Source: an optimization exercise on an open RTL-to-GDS flow (aim: small area, a short achievable clock period and few clock cycles per item). Production flows keep margins and buffers that such runs may drop.
Where RTL was checked, it was by simulation tests only, not by an equivalence proof against the original.

## gcd_coprocessor
module gcd_coprocessor #( parameter W = 16 ) (
  input clk,
  input reset,
  input operands_val,
  input [W-1:0] operands_bits_A,
  input [W-1:0] operands_bits_B,
  output operands_rdy,
  output result_val,
  output [W-1:0] result_bits,
  input result_rdy
);
export LEC_CHECK = 0
export ABC_AREA = 1
export CAP_MARGIN = 20
export CELL_PAD_IN_SITES_DETAIL_PLACEMENT = 0
export CELL_PAD_IN_SITES_GLOBAL_PLACEMENT = 1
export CORE_AREA = 5 5 115 115
export DIE_AREA = 0 0 120 120
export PLACE_DENSITY = 0.5
export SETUP_SLACK_MARGIN = 1.6
export SLEW_MARGIN = 20
export TNS_END_PERCENT = 5
create_clock -name core_clock -period 5.0 [get_ports {clk}]
standard.sh (not shown) runs the stock make flow with config.mk's settings and CLKGATE_MAP_FILE= SYNTH_SCRIPT=/design/flow/synth_recipe.tcl, a recipe that flattens the netlist after the stock synthesis.
==> flow/flow/run.sh <==
#!/bin/bash
# The standard layout (the standard.sh on all ORFS steps), with the port
# buffers that global placement inserts made the smallest buffer cell
# (sky130_fd_sc_hd__buf_1) instead of the delay buffer buffer_ports picks by
# itself. Every input and output port still gets its own buffer.
set -euo pipefail
export BUFFER_PORTS_ARGS="-buffer_cell sky130_fd_sc_hd__buf_1"
bash standard.sh > run_standard.log 2>&1
The starting point went through all stages and came out clean.
Testbench counts at the start, summed over its fixed seeds: cycles 6,282, items 512.
Then changed:
- ABC_AREA: 1 -> not set
- SETUP_SLACK_MARGIN: 1.6 -> 0.8
After rerunning:
- final area rises by 1.9%
- count of clock-buffer cells in the layout is unchanged
- synthesized cell count goes down by 12%
Then changed:
--- a/flow/flow/run.sh
+++ b/flow/flow/run.sh
@@ -7,2 +7,3 @@
 export BUFFER_PORTS_ARGS="-buffer_cell sky130_fd_sc_hd__buf_1"
+export RECOVER_POWER=100
 bash standard.sh > run_standard.log 2>&1
- SETUP_SLACK_MARGIN: 0.8 -> 1.0
The changed run completed without violations.
Cell count rose slightly.
Utilization rose by 0.43 points.
Non-clock buffer count rose by 8.
Worst setup slack degrades by 0.32 ns.
Final area rose slightly.

* * *

Another version of the RTL of gcd_coprocessor (not shown whole).
Size: ~600 cells after synthesis, roughly 38 flip-flops, ~54 I/O pins, about 0.0046 mm2 of cells after synthesis.
==> flow/config.mk <==
export PLATFORM = sky130hd
export DESIGN_NAME = gcd_coprocessor
export DESIGN_NICKNAME = gcd_coprocessor
export VERILOG_FILES = /design/flow/design.v
export SDC_FILE = /design/flow/constraint.sdc
export NUM_CORES = 4
export LEC_CHECK = 0
export CAP_MARGIN = 20
export CELL_PAD_IN_SITES_DETAIL_PLACEMENT = 0
export CELL_PAD_IN_SITES_GLOBAL_PLACEMENT = 1
export CORE_AREA = 5 5 115 115
export DIE_AREA = 0 0 120 120
export PLACE_DENSITY = 0.5
export SETUP_SLACK_MARGIN = 1.0
export SLEW_MARGIN = 20
export TNS_END_PERCENT = 5
==> flow/constraint.sdc <==
create_clock -name core_clock -period 5.0 [get_ports {clk}]
set_input_delay 1.0000 -clock core_clock [delete_from_list [all_inputs] [get_ports {clk}]]
set_output_delay 1.0000 -clock core_clock [all_outputs]
set_load 0.01 [all_outputs]
==> flow/flow/run.sh <==
#!/bin/bash
# The standard layout (the standard.sh on all ORFS steps), with the port
# buffers that global placement inserts made the smallest buffer cell
# (sky130_fd_sc_hd__buf_1) instead of the delay buffer buffer_ports picks by
# itself. Every input and output port still gets its own buffer.
set -euo pipefail
export BUFFER_PORTS_ARGS="-buffer_cell sky130_fd_sc_hd__buf_1"
bash standard.sh > run_standard.log 2>&1
The starting point completed without violations.
Rerun with:
==> flow/run.sh (new file) <==
#!/bin/bash
# synth_recipe.tcl (not shown) runs the flow's synth.tcl, then flattens the netlist and writes it again
# the make line also repeats each setting of config.mk as NAME=value (left out here)
make -C /OpenROAD-flow-scripts/flow DESIGN_CONFIG=/design/flow/config.mk WORK_HOME=/design/flow/orfs CLKGATE_MAP_FILE= SYNTH_SCRIPT=/design/flow/synth_recipe.tcl finish
removed: flow/flow/run.sh
removed: flow/standard.sh
What happened: Via count rose by about 2.6%. Die area is unchanged. Count of clock-buffer cells in the layout rises by 1. First-iteration DRC count falls by 19%. Flip-flop and latch count stays the same. Cell area goes up by 11%. Critical path depth came out higher by 2. Global-route usage is higher by 0.37 points. Final cell count is higher by 2.6%.
Function was not checked in any run of this note: the RTL went through the layout flow alone.

[static timing again, ports no longer ideal]
Ports are ideal in the flow. The routed layouts listed here were re-timed in OpenROAD. Step 1 sets driving cells, clkbuf_16 on the clock port and buf_2 on the other inputs (assumed; they add their load-dependent delay and slew). Step 2 also shifts input and output timing later by t, the mid clock arrival at the registers, as if the neighbouring blocks saw the same clock. a / b / c = ideal ports / drivers / drivers and shift; a / b = the first two.
| run | shift t [ns] | slack for setup (ns) | worst setup path after step 2 | worst data-port slew with drivers (ns) |
|---|---|---|---|---|
| the first run of note 1 | 0.317 | 1.720 / 1.683 / 1.723 | register to register | 0.04 |
| the second run of note 1 | 0.333 | 0.969 / 0.969 / 0.969 | register to register | 0.03 |
| the third run of note 1 | 0.334 | 0.644 / 0.602 / 0.786 | register to register | 0.03 |
| the first run of note 2 | 0.333 | 1.107 / 1.107 / 1.107 | register to register | 0.03 |
| the second run of note 2 | 0.320 | 1.064 / 1.064 / 1.064 | register to register | 0.04 |
After both steps every run listed still meets setup and hold.
